This is an optimization exercise on Yosys and OpenROAD, whose aim is a short achievable clock period and few clock cycles, not a production implementation.
The RTL was checked by simulation tests, not by an equivalence proof against the original design.
Power and IR drop assume default switching activity.

$ cat flow/run.sh
#!/bin/bash
# synth_recipe.tcl (not shown) runs the flow's synth.tcl, then flattens the netlist and writes it again
# the make line also repeats each setting of config.mk as NAME=value (left out here)
make -C /OpenROAD-flow-scripts/flow DESIGN_CONFIG=/design/flow/config.mk WORK_HOME=/design/flow/orfs CLKGATE_MAP_FILE= SYNTH_SCRIPT=/design/flow/synth_recipe.tcl finish
$ cat flow/config.mk
export PLATFORM = sky130hd
export DESIGN_NAME = mammal
export DESIGN_NICKNAME = mammal
export VERILOG_FILES = /design/flow/design.v
export SDC_FILE = /design/flow/constraint.sdc
export NUM_CORES = 4
export LEC_CHECK = 0
export CAP_MARGIN = 20
export CORE_MARGIN = 2
export CORE_UTILIZATION = 40
export SETUP_SLACK_MARGIN = 5
export SLEW_MARGIN = 20
$ cat flow/constraint.sdc
create_clock -name core_clock -period 8.0 [get_ports {clk}]
set_input_delay 1.6000 -clock core_clock [delete_from_list [all_inputs] [get_ports {clk}]]
set_output_delay 1.6000 -clock core_clock [all_outputs]
set_load 0.01 [all_outputs]
$ cat flow/design.v
module mammal (
      input clk,
      input rst,
      input [15:0] data_in,
      output logic [15:0] data_out,
      output logic [11:0] address,
      output logic memwt,
      input INT,
      output logic intack
);
localparam [3:0] OP_NOP=4'd0, OP_LDI=4'd1, OP_LD=4'd2, OP_ST=4'd3, OP_JZ=4'd4,
                 OP_JMP=4'd5, OP_ALU=4'd7, OP_PUSH=4'd8, OP_POP=4'd9,
                 OP_CALL=4'd10, OP_RET=4'd11, OP_STI=4'd12, OP_CLI=4'd13,
                 OP_IRET=4'd14;
logic s_iret2, s_int1, s_int2, s_int3, s_int4, s_halt;
wire  s_run = ~(s_iret2 | s_int1 | s_int2 | s_int3 | s_int4 | s_halt);
logic [11:0] pc;         
logic [11:0] jt;         
logic [11:0] sp1;        
logic [15:0] r [0:7];    
logic        zf, ie;
logic        int_r;      
logic [11:0] vec;        
logic x_any, x_alu, x_ldi, x_ld, x_st, x_push, x_pop, x_call, x_ret, x_iret,
      x_sti, x_cli, x_halt;
logic [7:0]  wa;         
logic [7:0]  wl;         
logic [15:0] opa, opb;   
logic s_add, s_sub, s_and, s_or, s_xor, s_shl, s_not, s_mov, s_inc, s_dec;
logic as_pc, as_jt, as_b, as_r7, as_sp1, as_vec;
logic ds_pc, ds_zf;
logic memwt_r;
wire x_bus = x_ldi | x_ld | x_st | x_push | x_pop | x_call | x_ret | x_iret | x_halt;
wire [15:0] r7 = r[7];
wire ie_after = x_sti | (ie & ~x_cli);
wire int_take = ie_after & int_r;
wire fetch = s_run & ~x_bus & ~int_take;
wire go_int1 = s_run & ~x_any & int_take;    
wire [15:0] A = opa, B = opb;
wire [15:0] sum = A + B;
wire [15:0] dif = A - B;
wire [15:0] inc = B + 16'd1;
wire [15:0] dec = B - 16'd1;
wire [15:0] axb = A ^ B;
wire [15:0] aob = A | B;
wire [15:0] aab = A & B;
wire [15:0] shl = (|B[15:4]) ? 16'h0000 : (A << B[3:0]);
wire bz = ~|B;
wire [15:0] result = ({16{s_add}} & sum) | ({16{s_sub}} & dif) | ({16{s_and}} & aab) |
                     ({16{s_or}} & aob) | ({16{s_xor}} & axb) | ({16{s_shl}} & shl) |
                     ({16{s_not}} & {15'b0, bz}) | ({16{s_mov}} & B) |
                     ({16{s_inc}} & inc) | ({16{s_dec}} & dec);
wire z_add = ~axb[0] & (axb[15:1] == aob[14:0]);
wire z_sub = (A == B);
wire z_none = ~(s_add | s_sub | s_and | s_or | s_xor | s_shl | s_not | s_mov | s_inc | s_dec);
wire zres = (s_add & z_add) | (s_sub & z_sub) | (s_and & ~|aab) | (s_or & ~|aob) |
            (s_xor & ~|axb) | (s_shl & ~|shl) | (s_not & ~bz) | (s_mov & bz) |
            (s_inc & (&B)) | (s_dec & (B == 16'd1)) | z_none;
wire zf_next = x_alu ? zres : zf;
assign address = ({12{as_pc}} & pc) | ({12{as_jt}} & jt) | ({12{as_b}} & opb[11:0]) |
                 ({12{as_r7}} & r7[11:0]) | ({12{as_sp1}} & sp1) | ({12{as_vec}} & vec);
assign data_out = ds_pc ? {4'b0, pc} : ds_zf ? {15'b0, zf} : opa;
assign memwt = memwt_r;
assign intack = s_int2;
wire sp_dec = x_push | x_call | s_int1 | s_int2;
wire sp_inc = x_pop | x_ret | x_iret | s_iret2;
always_ff @(posedge clk) begin
  for (int i = 0; i < 8; i++)
    if (wa[i]) r[i] <= result;
    else if (wl[i]) r[i] <= data_in;
    else if (i == 7 && sp_dec) r[i] <= r7 - 16'd1;
    else if (i == 7 && sp_inc) r[i] <= r7 + 16'd1;
  if (wl[7]) sp1 <= data_in[11:0] + 12'd1;
  else if (sp_dec) sp1 <= r7[11:0];
  else if (sp_inc) sp1 <= sp1 + 12'd1;
  else sp1 <= r7[11:0] + 12'd1;
end
wire [3:0] nop = data_in[15:12];
wire n_sp1 = (nop == OP_POP) | (nop == OP_RET) | (nop == OP_IRET);
wire hold = wa[7] & n_sp1;
wire accept = fetch & ~hold;
wire [11:0] fa1 = address + 12'd1;
wire [7:0] da = 8'd1 << data_in[8:6];
wire [7:0] db = 8'd1 << data_in[5:3];
wire [7:0] dd = 8'd1 << data_in[2:0];
wire [2:0] fn = data_in[11:9];
wire [2:0] f7 = data_in[8:6];
wire n_alu = nop == OP_ALU;
always_ff @(posedge clk) begin
  if (rst) begin
    s_iret2 <= 1'b0; s_int1 <= 1'b0; s_int2 <= 1'b0; s_int3 <= 1'b0; s_int4 <= 1'b0;
    s_halt <= 1'b0;
    x_any <= 1'b0; x_alu <= 1'b0; x_ldi <= 1'b0; x_ld <= 1'b0; x_st <= 1'b0;
    x_push <= 1'b0; x_pop <= 1'b0; x_call <= 1'b0; x_ret <= 1'b0; x_iret <= 1'b0;
    x_sti <= 1'b0; x_cli <= 1'b0; x_halt <= 1'b0;
    wa <= 8'd0; wl <= 8'd0;
    as_pc <= 1'b1; as_jt <= 1'b0; as_b <= 1'b0; as_r7 <= 1'b0; as_sp1 <= 1'b0; as_vec <= 1'b0;
    ds_pc <= 1'b0; ds_zf <= 1'b0;
    memwt_r <= 1'b0;
    pc <= 12'd0; zf <= 1'b0; ie <= 1'b0; int_r <= 1'b0;
  end else begin
    int_r <= INT;
    zf <= x_iret ? data_in[0] : zf_next;
    ie <= ~s_int1 & ie_after;
    s_iret2 <= x_iret;
    s_int1 <= go_int1;
    s_int2 <= s_int1;
    s_int3 <= s_int2;
    s_int4 <= s_int3;
    if (x_halt) s_halt <= 1'b1;
    ds_zf <= s_int1;
    if (accept) begin
      x_any  <= 1'b1;
      x_alu  <= n_alu;
      x_ldi  <= nop == OP_LDI;
      x_ld   <= nop == OP_LD;
      x_st   <= nop == OP_ST;
      x_push <= nop == OP_PUSH;
      x_pop  <= nop == OP_POP;
      x_call <= nop == OP_CALL;
      x_ret  <= nop == OP_RET;
      x_sti  <= nop == OP_STI;
      x_cli  <= nop == OP_CLI;
      x_iret <= nop == OP_IRET;
      x_halt <= (nop == 4'd6) | (nop == 4'd15);
      wa <= n_alu ? dd : 8'd0;
      wl <= ((nop == OP_LDI) | (nop == OP_LD) | (nop == OP_POP)) ? dd : 8'd0;
      as_jt  <= (nop == OP_JMP) | ((nop == OP_JZ) & zf_next);
      as_pc  <= ~((nop == OP_JMP) | ((nop == OP_JZ) & zf_next) | (nop == OP_LD) |
                  (nop == OP_ST) | (nop == OP_PUSH) | (nop == OP_CALL) | n_sp1);
      as_b   <= (nop == OP_LD) | (nop == OP_ST);
      as_r7  <= (nop == OP_PUSH) | (nop == OP_CALL);
      as_sp1 <= n_sp1;
      as_vec <= 1'b0;
      ds_pc  <= nop == OP_CALL;
      memwt_r <= (nop == OP_ST) | (nop == OP_PUSH) | (nop == OP_CALL);
      pc <= fa1;
      jt <= fa1 + data_in[11:0];
    end else begin
      x_any <= 1'b0; x_alu <= 1'b0; x_ldi <= 1'b0; x_ld <= 1'b0; x_st <= 1'b0;
      x_push <= 1'b0; x_pop <= 1'b0; x_call <= 1'b0; x_ret <= 1'b0; x_iret <= 1'b0;
      x_sti <= 1'b0; x_cli <= 1'b0; x_halt <= 1'b0;
      wa <= 8'd0; wl <= 8'd0;
      as_jt  <= 1'b0;
      as_b   <= 1'b0;
      as_r7  <= go_int1 | s_int1;
      as_sp1 <= x_iret;
      as_vec <= s_int3;
      as_pc  <= ~(go_int1 | s_int1 | x_iret | s_int3);
      ds_pc  <= go_int1;
      memwt_r <= go_int1 | s_int1;
      if (x_ldi) pc <= pc + 12'd1;
      else if (x_call) pc <= jt;
      else if (x_ret | s_iret2 | s_int4) pc <= data_in[11:0];
      else if (s_run & ~x_bus) pc <= address;    
    end
    if (s_int2) vec <= data_in[11:0];
    if (s_int3) vec <= vec + 12'h0dc;
  end
end
always_ff @(posedge clk)
  if (accept) begin
    opa <= |(wa & da) ? result : r[data_in[8:6]];
    opb <= |(wa & db) ? result : r[data_in[5:3]];
    s_add <= n_alu & (fn == 3'd0);
    s_sub <= n_alu & (fn == 3'd1);
    s_and <= n_alu & (fn == 3'd2);
    s_or  <= n_alu & (fn == 3'd3);
    s_xor <= n_alu & (fn == 3'd4);
    s_shl <= n_alu & (fn == 3'd5);
    s_not <= n_alu & (fn == 3'd7) & (f7 == 3'd0);
    s_mov <= n_alu & (fn == 3'd7) & (f7 == 3'd1);
    s_inc <= n_alu & (fn == 3'd7) & (f7 == 3'd2);
    s_dec <= n_alu & (fn == 3'd7) & (f7 == 3'd3);
  end
endmodule
==> summary.txt, run 1 <==
status: timing/DRC/antenna clean
IO Pins: 49
slowest stage delay, CP: 580 ps
Worst-Skew Late Latency: 570 ps
first-pass GRT wire length: 126300 um
antenna-violating nets left: 0
sequential share of power: 0.288
Seq cells post-synth: 264
H-Tree Depth: 1
Int Power: 3.683 mW
Max stage delay cell, worst path: or4_4
dpl hpwl: 54650 um
Warnings, synthesis: 2
Design Area, Final: 26570 um2
Core Box Area: 49150 um2
crit path buf inv count: 5
Slew Limit Fails: 0
die footprint: 51760 um2
syn avg cell area: 9.038 um2
Worst Path Required: 8280 ps
fin util: 0.5406
placer congestion estimate: 0.9630
Net Sw Frac: 0.3981
Worst setup SP type: register
CP max FO: 10
Clock Pin Slew Worst Setup and Hold Paths: 70 ps
register area share after synthesis: 0.3617
chip width: 227.5 um
final net count: 2549
share of cells above drive strength 1: 0.3205
worst rel slew slack: 0.3091
Cells after Synth: 2211
Main synth FF type: edfxtp_1
crit path capture type: register
Top delay family on crit path: simple AND/OR/NAND/NOR gates
ANT cells: 0
reg2reg end: opb[13]
count of buffers from port buffering: 48
Clock Skews: 14.95 ps
CTS sink count: 264
final setup fails: 0
share of total power in the clock network: 0.213
Reg-to-Reg Start: opb[0]
DR vias: 20340
Fin. Hold Viols: 0
TNS Setup: 0 ps
Tightest Hold Check Type: reg2reg
Layout area overhead: 32.98%
worst slack at placement: 2529 ps
r2r setup slk: 4580 ps
total global routing overflow: 0
Worst Max-Slew Pin Slew: 1035 ps
Initial Util: 0.4065
total power: 6.119 mW
post-synthesis cell area: 19980 um2
Psw: 2.436 mW
Worst Hold Path EP: s_halt
clock buffer depth: 3
RSZ-0062 raised after global routing: true
worst path cell trace: buf_6 > buf_12 > buf_8 > or4_4 > nor4_4 > buf_4 > o221a_2 > a21oi_1 > or3_4 > a221oi_4 > buf_12 > mux2i_1
hold_sp: x_halt
combinational power share: 0.499
Avg WL per Cell: 28.47 um
unique cell type count in the Yosys netlist: 95
Max Fclk: 0.2927 GHz
Critical Path AT: 3700 ps
DRT Pass-1 Iters: 6
root buf cell: clkbuf_16
num rows: 81
Fillers: 4309
Cell Area, Placed: 21230 um2
final cycle utilization of the critical path: 0.4271
max_cap viols: 0
Max VDD drop: 0.1493 mV
Post-route DRC: 0
largest net degree at the start of global routing: 55
Worst Hold Path Cells: 2
initial antenna violation count: 3
Vias per Instance: 6.541
number of global-route vias before repair: 19200
cells on worst reg2reg path: 12
CTS tree: done
final worst setup slack: 4583 ps
leakage: 9.996 nW
PD cells: 230.3 nW/um2
Die Y: 227.5 um
Post-synth EDFFs: 194
Routed WL: 88540 um
GRT Total Usage: 0.3317
initial drt markers: 2465
Setup CP Type: reg2reg
min cycle time layout: 3417 ps
asr flop ratio synth: 0
syn nets: 2336
most used cell, CP: buf_12
Num CTS Buffers: 28
[layout by cell type, fill, tap and decap left out, drive strengths merged, types with 17 or more instances in the layout]
cell | netlist | final
o21ai | 103 | 103
edfxtp | 194 | 194
inv | 81 | 76
nor2b | 24 | 24
xor2 | 40 | 40
nor4 | 17 | 17
mux2 | 18 | 18
o211ai | 28 | 28
nor2 | 265 | 265
ha | 102 | 102
a21oi | 242 | 242
a22oi | 50 | 50
mux2i | 59 | 60
nor3 | 61 | 61
buf | 27 | 332
nand2 | 128 | 128
a211oi | 59 | 59
mux4 | 42 | 42
o31ai | 22 | 22
clkbuf | 143 | 44
and3 | 26 | 26
o22ai | 28 | 28
nand4 | 18 | 18
xnor2 | 54 | 54
dfxtp | 70 | 70
nand3 | 60 | 60
a221oi | 33 | 34
[power by group through the flow]
stage / clock network, mW / logic [mW] / registers (mW)
detailed placement: 0 / 1.89 / 1.83
global route: 1.36 / 3.18 / 1.77
floorplan: 0 / 1.33 / 1.70
global placement: 0 / 1.88 / 1.83
finish: 1.30 / 3.05 / 1.76
CTS: 1.30 / 2.70 / 1.75
[logic make-up (layout without fill, tap and decap cells)]
group / after synthesis / after routing / synth area share
AOI/OAI and AO/OA: 681 / 682 / 0.2253
xor gates and xnor gates: 95 / 95 / 0.04233
adders and majority gates: 106 / 106 / 0.06787
buffers and inverters: 254 / 486 / 0.04865
DFF: 264 / 264 / 0.3617
muxes: 119 / 120 / 0.08722
and+or+nand+nor: 692 / 693 / 0.1669
[cell usage after synthesis, types with 6 or more instances]
cell type | number | area (um2)
nor2_1 | 265 | 994.7
a21oi_1 | 240 | 1201
edfxtp_1 | 194 | 5826
clkbuf_1 | 143 | 536.8
nand2_1 | 128 | 480.5
ha_1 | 102 | 1276
o21ai_0 | 95 | 475.5
inv_1 | 80 | 300.3
dfxtp_1 | 70 | 1401
nand3_1 | 60 | 300.3
nor3_1 | 60 | 300.3
mux2i_1 | 59 | 590.6
a211oi_1 | 58 | 435.4
xnor2_1 | 54 | 473.0
a22oi_1 | 50 | 375.4
mux4_2 | 41 | 923.4
xor2_1 | 40 | 350.3
a221oi_1 | 30 | 262.8
o211ai_1 | 28 | 210.2
o22ai_1 | 28 | 175.2
and3_1 | 26 | 162.7
nor2b_1 | 24 | 150.1
buf_1 | 22 | 82.58
o31ai_1 | 22 | 165.2
mux2_2 | 18 | 202.7
nand4_1 | 18 | 112.6
or3_1 | 16 | 100.1
or2_2 | 14 | 87.58
a31oi_1 | 13 | 81.33
nand2b_1 | 13 | 81.33
nor4_1 | 13 | 81.33
and2_1 | 12 | 75.07
o21bai_1 | 11 | 82.58
o221ai_1 | 10 | 87.58
a211o_1 | 8 | 70.07
nor3b_1 | 8 | 60.06
o21a_1 | 8 | 60.06
a21o_1 | 7 | 52.55
o21ai_1 | 7 | 35.03
o221a_2 | 6 | 67.56
or4_1 | 6 | 45.04
[metrics by stage]
stage          std cells  hold slack [ps]
2_1_floorplan       2211            434.8
3_3_place_gp        2794            466.9
3_5_place_dp        2794            468.6
4_1_cts             3055            484.6
5_1_grt             3110            519.5
6_report            3110            473.6
[state kept, by name, summed over array words and instances, names as in the netlist, 8 cells and up]
signal,cells
pc,12
jt,12
sp1,12
wl,8
opa,16
wa,8
r,128
vec,12
opb,16
[repair_timing]
| item | in CTS | in global routing |
|---|---|---|
| gates cloned | 19 | 3 |
| buffers inserted | 190 | 52 |
| hold buffers | 0 | 0 |
| setup endpoints to repair | 336 | 251 |
| gates resized for setup | 517 | 146 |
| pin swaps | 112 | 83 |
[area by class of cell]
class                           count  area, um2  share of cell area
Multi-Input combinational cell   1696      13560              0.5101
Sequential cell                   264       7274              0.2737
Timing Repair Buffer              348       3638              0.1369
Tap cell                          664      830.8             0.03126
Clock buffer                       41      780.7             0.02938
Inverter                           84      371.6             0.01398
Clock inverter                     11      108.9            0.004096
Timing Repair inverter              2      12.51           0.0004708
[worst register-to-register path, delay by kind of cell, from the launching register on]
family	cells	cell delay, ps
buf+inv	5	770
mux	1	110
flops	1	410
simple gates	3	1330
compound gates	3	510
[worst max path at each step]
stage                startpoint  endpoint  slack (ps)  depth (start not counted)
floorplan            data_in[0]    jt[10]        4470                         10
global placement    data_in[14]     as_pc        2560                          9
detailed placement  data_in[14]     as_pc        2530                          9
CTS                      opb[9]  r[4][15]        4670                         11
global route             opb[0]  r[0][15]        4490                         13
finish                   opb[0]   opb[13]        4580                         12
[per-layer routing]
| metal | track usage | routed length [um] |
|---|---|---|
| met1 | 0.4145 | 32990 |
| met2 | 0.5220 | 39360 |
| met3 | 0.07705 | 9370 |
| met4 | 0.2003 | 6775 |
| met5 | 0 | 41 |
Testbench counts, summed over its fixed seeds: cycles 84,771.
==> run 2, diff against run 1 <==
--- a/flow/design.v
+++ b/flow/design.v
@@ -23,4 +23,7 @@
 logic [11:0] vec;        
+logic [15:0] c0, c1;
+logic        cv0, cv1;
 logic x_any, x_alu, x_ldi, x_ld, x_st, x_push, x_pop, x_call, x_ret, x_iret,
       x_sti, x_cli, x_halt;
+logic x_poph, x_reth;    
 logic [7:0]  wa;         
@@ -28,4 +31,4 @@
 logic [15:0] opa, opb;   
-logic s_add, s_sub, s_and, s_or, s_xor, s_shl, s_not, s_mov, s_inc, s_dec;
-logic as_pc, as_jt, as_b, as_r7, as_sp1, as_vec;
+logic s_add, s_sub, s_and, s_or, s_xor, s_shl, s_not, s_mov, s_inc, s_dec, s_top;
+logic as_pc, as_jt, as_b, as_r7, as_sp1, as_vec, as_top;
 logic ds_pc, ds_zf;
@@ -34,2 +37,3 @@
 wire [15:0] r7 = r[7];
+wire [15:0] r7p1 = r7 + 16'd1;
 wire ie_after = x_sti | (ie & ~x_cli);
@@ -51,3 +55,3 @@
                      ({16{s_not}} & {15'b0, bz}) | ({16{s_mov}} & B) |
-                     ({16{s_inc}} & inc) | ({16{s_dec}} & dec);
+                     ({16{s_inc}} & inc) | ({16{s_dec}} & dec) | ({16{s_top}} & c0);
 wire z_add = ~axb[0] & (axb[15:1] == aob[14:0]);
@@ -60,3 +64,4 @@
 assign address = ({12{as_pc}} & pc) | ({12{as_jt}} & jt) | ({12{as_b}} & opb[11:0]) |
-                 ({12{as_r7}} & r7[11:0]) | ({12{as_sp1}} & sp1) | ({12{as_vec}} & vec);
+                 ({12{as_r7}} & r7[11:0]) | ({12{as_sp1}} & sp1) | ({12{as_vec}} & vec) |
+                 ({12{as_top}} & c0[11:0]);
 assign data_out = ds_pc ? {4'b0, pc} : ds_zf ? {15'b0, zf} : opa;
@@ -65,3 +70,3 @@
 wire sp_dec = x_push | x_call | s_int1 | s_int2;
-wire sp_inc = x_pop | x_ret | x_iret | s_iret2;
+wire sp_inc = x_pop | x_ret | x_iret | s_iret2 | x_poph | x_reth;
 always_ff @(posedge clk) begin
@@ -71,3 +76,3 @@
     else if (i == 7 && sp_dec) r[i] <= r7 - 16'd1;
-    else if (i == 7 && sp_inc) r[i] <= r7 + 16'd1;
+    else if (i == 7 && sp_inc) r[i] <= r7p1;
   if (wl[7]) sp1 <= data_in[11:0] + 12'd1;
@@ -75,7 +80,29 @@
   else if (sp_inc) sp1 <= sp1 + 12'd1;
-  else sp1 <= r7[11:0] + 12'd1;
+  else sp1 <= r7p1[11:0];
 end
+wire st_alias = x_st & ((opb[11:0] == sp1) | (opb[11:0] == sp1 + 12'd1));
+wire c_drop = wa[7] | wl[7] | st_alias | s_int1 | s_int2 | x_iret | s_iret2;
+always_ff @(posedge clk) begin
+  if (rst | c_drop) begin
+    cv0 <= 1'b0; cv1 <= 1'b0;
+  end else if (x_push | x_call) begin
+    cv0 <= 1'b1; cv1 <= cv0;
+  end else if (x_pop | x_ret | x_poph | x_reth) begin
+    cv0 <= cv1; cv1 <= 1'b0;
+  end
+  if (x_push | x_call) begin
+    c0 <= x_call ? {4'b0, pc} : opa;
+    c1 <= c0;
+  end else if (x_pop | x_ret | x_poph | x_reth) begin
+    c0 <= c1;
+  end
+end
+wire top_hit = ~wa[7] & ((x_poph | x_reth) ? cv1 : cv0);
 wire [3:0] nop = data_in[15:12];
-wire n_sp1 = (nop == OP_POP) | (nop == OP_RET) | (nop == OP_IRET);
-wire hold = wa[7] & n_sp1;
+wire n_pop = nop == OP_POP;
+wire n_ret = nop == OP_RET;
+wire n_poph = n_pop & top_hit;
+wire n_reth = n_ret & top_hit;
+wire n_sp1 = ((n_pop | n_ret) & ~top_hit) | (nop == OP_IRET);
+wire hold = wa[7] & (n_sp1 | n_poph | n_reth);
 wire accept = fetch & ~hold;
@@ -88,2 +115,4 @@
 wire n_alu = nop == OP_ALU;
+wire n_jt = (nop == OP_JMP) | ((nop == OP_JZ) & zf_next);
+wire stk_inc = x_poph | x_reth;    
 always_ff @(posedge clk) begin
@@ -94,5 +123,6 @@
     x_push <= 1'b0; x_pop <= 1'b0; x_call <= 1'b0; x_ret <= 1'b0; x_iret <= 1'b0;
-    x_sti <= 1'b0; x_cli <= 1'b0; x_halt <= 1'b0;
+    x_sti <= 1'b0; x_cli <= 1'b0; x_halt <= 1'b0; x_poph <= 1'b0; x_reth <= 1'b0;
     wa <= 8'd0; wl <= 8'd0;
     as_pc <= 1'b1; as_jt <= 1'b0; as_b <= 1'b0; as_r7 <= 1'b0; as_sp1 <= 1'b0; as_vec <= 1'b0;
+    as_top <= 1'b0;
     ds_pc <= 1'b0; ds_zf <= 1'b0;
@@ -118,5 +148,7 @@
       x_push <= nop == OP_PUSH;
-      x_pop  <= nop == OP_POP;
+      x_pop  <= n_pop & ~top_hit;
+      x_poph <= n_poph;
       x_call <= nop == OP_CALL;
-      x_ret  <= nop == OP_RET;
+      x_ret  <= n_ret & ~top_hit;
+      x_reth <= n_reth;
       x_sti  <= nop == OP_STI;
@@ -125,7 +157,8 @@
       x_halt <= (nop == 4'd6) | (nop == 4'd15);
-      wa <= n_alu ? dd : 8'd0;
-      wl <= ((nop == OP_LDI) | (nop == OP_LD) | (nop == OP_POP)) ? dd : 8'd0;
-      as_jt  <= (nop == OP_JMP) | ((nop == OP_JZ) & zf_next);
-      as_pc  <= ~((nop == OP_JMP) | ((nop == OP_JZ) & zf_next) | (nop == OP_LD) |
-                  (nop == OP_ST) | (nop == OP_PUSH) | (nop == OP_CALL) | n_sp1);
+      wa <= (n_alu | n_poph) ? dd : 8'd0;
+      wl <= ((nop == OP_LDI) | (nop == OP_LD) | (n_pop & ~top_hit)) ? dd : 8'd0;
+      as_jt  <= n_jt;
+      as_top <= n_reth;
+      as_pc  <= ~(n_jt | n_reth | (nop == OP_LD) | (nop == OP_ST) | (nop == OP_PUSH) |
+                  (nop == OP_CALL) | n_sp1);
       as_b   <= (nop == OP_LD) | (nop == OP_ST);
@@ -141,5 +174,6 @@
       x_push <= 1'b0; x_pop <= 1'b0; x_call <= 1'b0; x_ret <= 1'b0; x_iret <= 1'b0;
-      x_sti <= 1'b0; x_cli <= 1'b0; x_halt <= 1'b0;
+      x_sti <= 1'b0; x_cli <= 1'b0; x_halt <= 1'b0; x_poph <= 1'b0; x_reth <= 1'b0;
       wa <= 8'd0; wl <= 8'd0;
       as_jt  <= 1'b0;
+      as_top <= 1'b0;
       as_b   <= 1'b0;
@@ -162,4 +196,4 @@
   if (accept) begin
-    opa <= |(wa & da) ? result : r[data_in[8:6]];
-    opb <= |(wa & db) ? result : r[data_in[5:3]];
+    opa <= |(wa & da) ? result : (stk_inc & da[7]) ? r7p1 : r[data_in[8:6]];
+    opb <= |(wa & db) ? result : (stk_inc & db[7]) ? r7p1 : r[data_in[5:3]];
     s_add <= n_alu & (fn == 3'd0);
@@ -174,2 +208,3 @@
     s_dec <= n_alu & (fn == 3'd7) & (f7 == 3'd3);
+    s_top <= n_poph;
   end
==> run 2 against run 1 <==
Still clean on timing, DRC and antenna. Sequential power up 12%. Design area up 13%. Clock skew is 15 ps higher. Total power up 17%. Critical path type is now reg2out. Critical endpoint is now address[2]. Largest cell class unchanged. Largest power group unchanged. Highest routed layer unchanged.
==> summary.txt, run 2 <==
Max VDD drop: 0.1495 mV (was 0.1493 mV)
FF/Latch Area: 8344 um2 (was 7274 um2)
Post-route DRC: 0 (unchanged)
footprint of the multi-input gates: 14920 um2 (was 13560 um2)
asr flop ratio synth: 0 (unchanged)
final net count: 2879 (was 2549)
fin util: 0.5317 (was 0.5406)
Clock Pin Slew Worst Setup and Hold Paths: 60 ps (was 70 ps)
Core Box Area: 56280 um2 (was 49150 um2)
register area share after synthesis: 0.3652 (was 0.3617)
worst path cell trace: buf_12 > a222oi_1 > nand3_2 > buf_6 (was buf_6 > buf_12 > buf_8 > or4_4 > nor4_4 > buf_4 > o221a_2 > a21oi_1 > or3_4 > a221oi_4 > buf_12 > mux2i_1)
num rows: 87 (was 81)
commonest cells in the netlist: 304 x nor2_1, 227 x edfxtp_1, 222 x a21oi_1 (was 265 x nor2_1, 240 x a21oi_1, 194 x edfxtp_1)
largest net degree at the start of global routing: 57 (was 55)
number of global-route vias before repair: 22460 (was 19200)
count of buffers from port buffering: 48 (unchanged)
chip width: 242.3 um (was 227.5 um)
post-synth top area share: 0.3000 (was 0.2915)
hold_sp: x_any (was x_halt)
total global routing overflow: 0 (unchanged)
Warnings, synthesis: 2 (unchanged)
cts hold-fix bufs: 0 (unchanged)
Initial Util: 0.4038 (was 0.4065)
status: timing/DRC/antenna clean (unchanged)
Slew Limit Fails: 0 (unchanged)
cells on worst reg2reg path: 12 (unchanged)
CTS tree: done (unchanged)
Synth area leader: edfxtp_1 (unchanged)
reg2reg end: opa[14] (was opb[13])
Clock Skews: 30.34 ps (was 14.95 ps)
largest family of logic cells by synthesized area: compound AO/OA/AOI/OAI gates (unchanged)
leading cell type in the layout, fill and taps excluded: nor2_1 (unchanged)
final cycle utilization of the critical path: 0.4359 (was 0.4271)
Adder-Cell Fraction of Synth Area: 0.05220 (was 0.06787)
initial antenna violation count: 7 (was 3)
Worst Path Required: 6400 ps (was 8280 ps)
CTS sink count: 301 (was 264)
Post-synth EDFFs: 227 (was 194)
initial drt markers: 3560 (was 2465)
Worst Hold Path EP: s_int1 (was s_halt)
PD cells: 238.7 nW/um2 (was 230.3 nW/um2)
syn nets: 2683 (was 2336)
Worst Max-Slew Pin Slew: 1117 ps (was 1035 ps)
max_cap viols: 0 (unchanged)
Max Fclk: 0.2868 GHz (was 0.2927 GHz)
Worst-Skew Late Latency: 570 ps (about the same)
crit path capture type: primary output (was register)
Top reg by flops: r (unchanged)
RSZ-0062 raised after global routing: true (unchanged)
Reg-to-Reg Start: opb[2] (was opb[0])
die footprint: 58730 um2 (was 51760 um2)
DRT Pass-1 Iters: 9 (was 6)
Worst Hold Path Cells: 1 (was 2)
DR vias: 24110 (was 20340)
Fillers: 4982 (was 4309)
Worst setup SP type: register (unchanged)
leakage: 11.03 nW (was 9.996 nW)
first-pass GRT wire length: 158200 um (was 126300 um)
Tightest Hold Check Type: reg2reg (unchanged)
Critical Path AT: 1890 ps (was 3700 ps)
final setup fails: 0 (unchanged)
share of cells above drive strength 1: 0.2941 (was 0.3205)
Num CTS Buffers: 37 (was 28)
Vias per Instance: 6.786 (was 6.541)
slowest stage delay, CP: 430 ps (was 580 ps)
synth top area cells: edfxtp_1 30%, dfxtp_1 6.5%, nor2_1 5.0%, ha_1 5.0%, a21oi_1 4.9% (was edfxtp_1 29%, dfxtp_1 7.0%, ha_1 6.4%, a21oi_1 6.0%, nor2_1 5.0%)
clock buffer depth: 3 (unchanged)
Fin. Hold Viols: 0 (unchanged)
H-Tree Depth: 2 (was 1)
most frequent cell after synthesis: nor2_1 (unchanged)
antenna-violating nets left: 0 (unchanged)
CP max FO: 2 (was 10)
TNS Setup: 0 ps (unchanged)
Post-Synth XOR/XNOR Area: 0.05358 (was 0.04233)
Largest register FFs: 128 (unchanged)
Cells after Synth: 2571 (was 2211)
Synth Area in Simple Gates: 0.1744 (was 0.1669)
post-synthesis cell area: 22720 um2 (was 19980 um2)
post-placement cell count: 3200 (was 2794)
Avg WL per Cell: 31.52 um (was 28.47 um)
Synth Area in Compound Gates: 0.2281 (was 0.2253)
Main synth FF type: edfxtp_1 (unchanged)
worst rel slew slack: 0.2529 (was 0.3091)
Max stage delay cell, worst path: edfxtp_1 (was or4_4)
GRT Total Usage: 0.3634 (was 0.3317)
Layout area overhead: 31.69% (was 32.98%)
r2r setup slk: 4530 ps (was 4580 ps)
commonest non-fill, non-tap cells in the layout: 292 x nor2_1, 228 x buf_4, 227 x edfxtp_1, 180 x a21oi_1, 168 x nand2_1 (was 255 x nor2_1, 203 x buf_4, 194 x edfxtp_1, 178 x a21oi_1, 124 x nand2_1)
min cycle time layout: 3487 ps (was 3417 ps)
IO Pins: 49 (unchanged)
placer congestion estimate: 1.018 (was 0.9630)
fin cells: 3553 (was 3110)
Die Y: 242.3 um (was 227.5 um)
Routed WL: 112000 um (was 88540 um)
syn avg cell area: 8.838 um2 (was 9.038 um2)
dpl hpwl: 69150 um (was 54650 um)
root buf cell: clkbuf_16 (unchanged)
post-synthesis mux area share: 0.06811 (was 0.08722)
unique cell type count in the Yosys netlist: 100 (was 95)
Seq cells post-synth: 301 (was 264)
Setup CP Type: reg2out (was reg2reg)
-- run 2: changes by cell type after synthesis, moves of 25 or more --
cell      change
nor2_1       +39
edfxtp_1     +33
a31oi_1      +45
xor2_1       +25
clkbuf_1     +31
nand2_1      +48
o21ai_0      +34
-- run 2: cell families (layout without fill, tap and decap cells) --
kind of cell,Yosys count,count (layout)
AO/OA/AOI/OAI,766,770
XOR/XNOR,139,139
adder cells (fa/ha/maj),93,93
buffers and inverters,330,547
flip-flops,301,301
multiplexers,119,119
other,0,2
AND/OR/NAND/NOR,823,826
-- run 2: layer usage --
layer / routed length (um) / up-vias / track usage / share of wire
li1: - / 10040 / - / -
met1: 40790 / 11610 / 0.4644 / 0.36
met2: 46840 / 1979 / 0.5394 / 0.42
met3: 15370 / 476 / 0.1054 / 0.14
met4: 8916 / 10 / 0.2251 / 0.080
met5: 70 / - / 0.006536 / 0.00063
-- run 2: stage by stage --
step / hold slack [ps] / setup WS [ps] / power [mW] / area (um2)
2_1_floorplan: 426.8 / 4714 / 3.397 / 23270
6_report: 465.5 / 4513 / 7.144 / 29920
4_1_cts: 467.8 / 4507 / 6.727 / 28790
3_3_place_gp: 454.7 / 3341 / 4.169 / 23930
5_1_grt: 487.1 / 4463 / 7.296 / 29920
3_5_place_dp: 458.3 / 3369 / 4.184 / 23940
-- run 2: what timing repair did --
action | in CTS | in global routing
buffers inserted | 210 | 46
gates resized for setup | 498 | 134
cloned | 23 | 5
setup endpoints to repair | 332 | 219
pin swaps | 95 | 81
-- run 2: how the worst max path moves through the flow --
stage	start	end	slack, ps	depth (start not counted)
after global routing	opb[2]	r[3][14]	4460	12
after floorplan	data_in[0]	jt[10]	4710	9
after global placement	data_in[12]	as_pc	3340	9
after CTS	opb[2]	address[2]	4510	4
final	opb[2]	address[2]	4510	4
after detailed placement	data_in[14]	as_pc	3370	9
-- run 2: final cells by class --
cell class,count,area share
diodes,2,0.0001673
clock buffers,44,0.03437
clock inverters,23,0.008070
inverters,98,0.01514
multi-input cells,1947,0.4985
flip-flops and latches,301,0.2789
well taps,756,0.03161
repair buffers,380,0.1328
repair inverters,2,0.0005018
-- run 2: where the power goes --
| group | leakage, nW | internal [mW] | switching [mW] |
|---|---|---|---|
| Clock | 0.615 | 1.03 | 0.740 |
| Sequential | 2.73 | 1.81 | 0.163 |
| Combinational | 7.68 | 1.43 | 1.97 |
| Total | 11.0 | 4.27 | 2.88 |
-- run 2: worst max-delay path: cells and delay by family, from the launching register on --
| kind | cells | cell delay, ps |
|---|---|---|
| flip-flops | 1 | 430 |
| AO/OA/AOI/OAI | 1 | 390 |
| buffers and inverters | 2 | 320 |
| AND/OR/NAND/NOR | 1 | 180 |
Testbench counts of run 2, summed over its fixed seeds: cycles 81,025.

-- static timing again, ports no longer ideal --
The results above use ideal ports. As a check the final layouts listed here were re-extracted and re-timed, cells and wires unchanged. Step 1 assumes that a clkbuf_16 drives the clock port and a buf_2 every other input. Step 2, shift: input delay + t, output delay - t, t = (earliest + latest rising clock arrival at the registers) / 2. This alone moves slack from input paths to output paths. Three values: ideal, step 1, step 2; two values: the first two.
run | t, ns | setup slack, ns | clock arrival spread, ns | worst register clock-pin slew, ns
run 1 | 0.620 | 4.583 / 4.550 / 4.136 | 0.015 / 0.016 | 0.07 / 0.07
run 2 | 0.625 | 4.513 / 4.446 / 4.258 | 0.030 / 0.031 | 0.07 / 0.07
After both steps setup and hold are still met in every run listed. For run 1, which loses most, drivers alone change the setup slack by -0.033 ns; drivers and shift together by -0.447 ns.
